Context: an optimization exercise on an open-source flow, tuned for small area, a short achievable clock period and few clock cycles per item. The choices shown serve that exercise and are no tape-out recipe. Where RTL was checked, it was by simulation tests only, not by an equivalence proof against the original. No activity file was given, so power comes from the tool's default toggle rates.

==> run E <==
Design wallace_multi, start of the top module:
module wallace_multi (
    input clk,
    input rst,
    input [15:0] a,
    input [15:0] b,
    output reg [31:0] p,
    output reg done
);
==> flow/config.mk <==
export PLATFORM = sky130hd
export DESIGN_NAME = wallace_multi
export DESIGN_NICKNAME = wallace_multi
export VERILOG_FILES = /design/flow/design.v
export SDC_FILE = /design/flow/constraint.sdc
export NUM_CORES = 4
export LEC_CHECK = 0
export CAP_MARGIN = 20
export CORE_MARGIN = 2
export CORE_UTILIZATION = 40
export CTS_BUF_LIST = sky130_fd_sc_hd__clkbuf_8
export CTS_CLUSTER_DIAMETER = 80
export CTS_CLUSTER_SIZE = 16
export SETUP_SLACK_MARGIN = 1.9
export SLEW_MARGIN = 20
export SYNTH_HIERARCHICAL = 1
==> flow/constraint.sdc <==
create_clock -name core_clock -period 4.0 [get_ports {clk}]
set_input_delay 0.8000 -clock core_clock [delete_from_list [all_inputs] [get_ports {clk}]]
set_output_delay 0.8000 -clock core_clock [all_outputs]
set_load 0.01 [all_outputs]
standard.sh (not shown) runs the stock make flow with config.mk's settings and CLKGATE_MAP_FILE= SYNTH_SCRIPT=/design/flow/synth_recipe.tcl, a recipe that flattens the netlist after the stock synthesis.
==> flow/flow/run.sh <==
#!/bin/bash
set -euo pipefail
export BUFFER_PORTS_ARGS="-buffer_cell sky130_fd_sc_hd__buf_2"
bash standard.sh finish > orfs_make.log 2>&1
==> run B: changes against run E <==
Settings changed: SETUP_SLACK_MARGIN 1.9 to 1.7.
==> results.py <==
metrics = {
    "critical_path": {
        "critPathLaunch": "r25",
        "path_max_fanout": 9,
    },
    "route": {
        "wl_mm": 23.3,
        "drtIter0Drc": 389,
    },
    "sta": {
        "fin_ws_ns": 1.74,
        "slew-limit-headroom_pct": 51.4,
    },
    "power_and_ir_drop": {
        "p_int_w": 0.00572,
        "p_sw_share_pct": 35.6,
        "power.share.sequential_pct": 43.9,
        "power.group.top": "sequential cells",
        "p_comb_w": 0.00379,
    },
    "placed_design": {
        "place_hpwl_mm": 16.1,
        "gp_congestion": 0.842,
    },
    "outcome": {
        "outcome": "complete, no violations",
    },
    "global_routing": {
        "gr-usage-met2_pct": 27.3,
    },
    "final_layout": {
        "seq_share_pct": 39.0,
    },
}
Source of the figures above: run B

==> results.py <==
metrics = {
    "critical_path": {
        "critPathLaunch": "r180",
        "path_max_fanout": 6,
    },
    "power_and_ir_drop": {
        "p_comb_w": 0.00415,
        "p_int_w": 0.00591,
    },
    "sta": {
        "fin_ws_ns": 1.78,
    },
    "route": {
        "wl_mm": 23.9,
    },
    "outcome": {
        "outcome": "complete, no violations",
    },
    "final_layout": {
        "seq_share_pct": 38.4,
    },
}
Source of the figures above: run E

No run of this note included a check of the RTL's function; only the layout flow was run.

* * *

==> v6 <==
Another version of the RTL of wallace_multi (not shown whole).
==> module mbs, before the edit <==
module mbs (input one, input a1, input two, input a0, input neg, output x);
    wire m;
    ma22oi u0 (.a(one), .b(a1), .c(two), .d(a0), .y(m));
    mxnor u1 (.a(m), .b(neg), .y(x));
endmodule
==> module ma22oi, before the edit <==
module ma22oi (input a, input b, input c, input d, output y);
    assign y = ~((a & b) | (c & d));
endmodule
==> module mxnor, before the edit <==
module mxnor (input a, input b, output y);
    assign y = ~(a ^ b);
endmodule
Settings: LEC_CHECK=0, CAP_MARGIN=20, CORE_MARGIN=2, CORE_UTILIZATION=40, CTS_BUF_LIST=sky130_fd_sc_hd__clkbuf_8, CTS_CLUSTER_DIAMETER=80, CTS_CLUSTER_SIZE=16, SETUP_SLACK_MARGIN=1.9, SLEW_MARGIN=20, SYNTH_HIERARCHICAL=1; clock period 4.0 ns.
==> flow/flow/run.sh <==
#!/bin/bash
set -euo pipefail
export BUFFER_PORTS_ARGS="-buffer_cell sky130_fd_sc_hd__buf_1"
bash standard.sh ABC_LOAD_IN_FF=1 finish > orfs_make.log 2>&1
==> v3: changes against v6 <==
--- a/flow/design.v
+++ b/flow/design.v
@@ -1549,11 +1549,11 @@
 module mbs (input one, input a1, input two, input a0, input neg, output x);
     wire m;
-    ma22oi u0 (.a(one), .b(a1), .c(two), .d(a0), .y(m));
-    mxnor u1 (.a(m), .b(neg), .y(x));
+    ma22o u0 (.a(one), .b(a1), .c(two), .d(a0), .y(m));
+    mxor u1 (.a(m), .b(neg), .y(x));
 endmodule
-module ma22oi (input a, input b, input c, input d, output y);
-    assign y = ~((a & b) | (c & d));
+module ma22o (input a, input b, input c, input d, output y);
+    assign y = (a & b) | (c & d);
 endmodule
-module mxnor (input a, input b, output y);
-    assign y = ~(a ^ b);
+module mxor (input a, input b, output y);
+    assign y = a ^ b;
 endmodule
==> flow/flow/run.sh (replaced) <==
#!/bin/bash
set -euo pipefail
export BUFFER_PORTS_ARGS="-buffer_cell sky130_fd_sc_hd__buf_1"
bash standard.sh finish > orfs_make.log 2>&1
--- a/flow/config.mk
+++ b/flow/config.mk
@@ -12,5 +12,5 @@
 export CTS_CLUSTER_DIAMETER = 80
 export CTS_CLUSTER_SIZE = 16
-export SETUP_SLACK_MARGIN = 1.9
+export SETUP_SLACK_MARGIN = 2.0
 export SLEW_MARGIN = 20
 export SYNTH_HIERARCHICAL = 1
==> v11: changes against v6 <==
--- a/flow/design.v
+++ b/flow/design.v
@@ -1549,11 +1549,11 @@
 module mbs (input one, input a1, input two, input a0, input neg, output x);
     wire m;
-    ma22oi u0 (.a(one), .b(a1), .c(two), .d(a0), .y(m));
-    mxnor u1 (.a(m), .b(neg), .y(x));
+    ma22o u0 (.a(one), .b(a1), .c(two), .d(a0), .y(m));
+    mxor u1 (.a(m), .b(neg), .y(x));
 endmodule
-module ma22oi (input a, input b, input c, input d, output y);
-    assign y = ~((a & b) | (c & d));
+module ma22o (input a, input b, input c, input d, output y);
+    assign y = (a & b) | (c & d);
 endmodule
-module mxnor (input a, input b, output y);
-    assign y = ~(a ^ b);
+module mxor (input a, input b, output y);
+    assign y = a ^ b;
 endmodule
==> flow/flow/run.sh (replaced) <==
#!/bin/bash
set -euo pipefail
export BUFFER_PORTS_ARGS="-buffer_cell sky130_fd_sc_hd__buf_1"
bash standard.sh finish > orfs_make.log 2>&1
--- a/flow/config.mk
+++ b/flow/config.mk
@@ -12,5 +12,5 @@
 export CTS_CLUSTER_DIAMETER = 80
 export CTS_CLUSTER_SIZE = 16
-export SETUP_SLACK_MARGIN = 1.9
+export SETUP_SLACK_MARGIN = 1.8
 export SLEW_MARGIN = 20
 export SYNTH_HIERARCHICAL = 1
==> comparison table <==
metric	v6	v3	v11
Share of cells above drive strength 1	0.131	0.192	0.0896
Post-placement setup slack	1.54 ns	1.60 ns	1.54 ns
Count of TritonRoute iterations in the first routing pass	16	5	5
Core Rows	59	60	60
Outcome	timing/DRC/antenna clean	timing/DRC/antenna clean	timing/DRC/antenna clean
Pwr Total	9.08 mW	9.58 mW	8.74 mW
Critical path launch point	r282$_DFF_P_	r41$_DFF_P_	r33$_DFF_P_
Met2 capacity usage during global routing	0.274	0.279	0.263
Register-to-register path setup slack	1.93 ns	1.91 ns	1.85 ns
M1 WL	10000 um	10800 um	10200 um
Library cells used by synthesis	21	20	20
Worst flop-to-flop path startpoint	r282$_DFF_P_	r41$_DFF_P_	r33$_DFF_P_
Flop pwr share	0.414	0.393	0.430
Testbench counts of v3, summed over its fixed seeds: cycles 16,024, items 16,000.
Testbench counts of v11, summed over its fixed seeds: cycles 16,024, items 16,000.
Only the layout flow was run in v6; the RTL was not checked for function there.

[re-timing with driven ports]
The results above use ideal ports. As a check the final layouts listed here were re-extracted and re-timed, cells and wires unchanged. Step 1: set_driving_cell puts a clkbuf_16 on clk and a buf_2 on each other input, an assumption about the parent block. Step 2 also shifts input and output timing later by t, the mid clock arrival at the registers, as if the neighbouring blocks saw the same clock. Three values: no drivers, after step 1, after step 2; two values: the first two.
| run | t, ns | slack for setup (ns) | worst setup path after step 2 | worst data-port slew with drivers (ns) | pins driven straight from the clock port |
|---|---|---|---|---|---|
| run E | 0.574 | 1.779 / 1.779 / 1.779 | register to register | 0.04 | 1 |
| run B | 0.566 | 1.743 / 1.743 / 1.743 | register to register | 0.04 | 1 |
| v6 | 0.571 | 1.926 / 1.926 / 1.926 | register to register | 0.04 | 1 |
| v3 | 0.560 | 1.911 / 1.911 / 1.911 | register to register | 0.05 | 1 |
| v11 | 0.567 | 1.855 / 1.855 / 1.855 | register to register | 0.04 | 1 |
After both steps setup and hold are still met in every run listed.
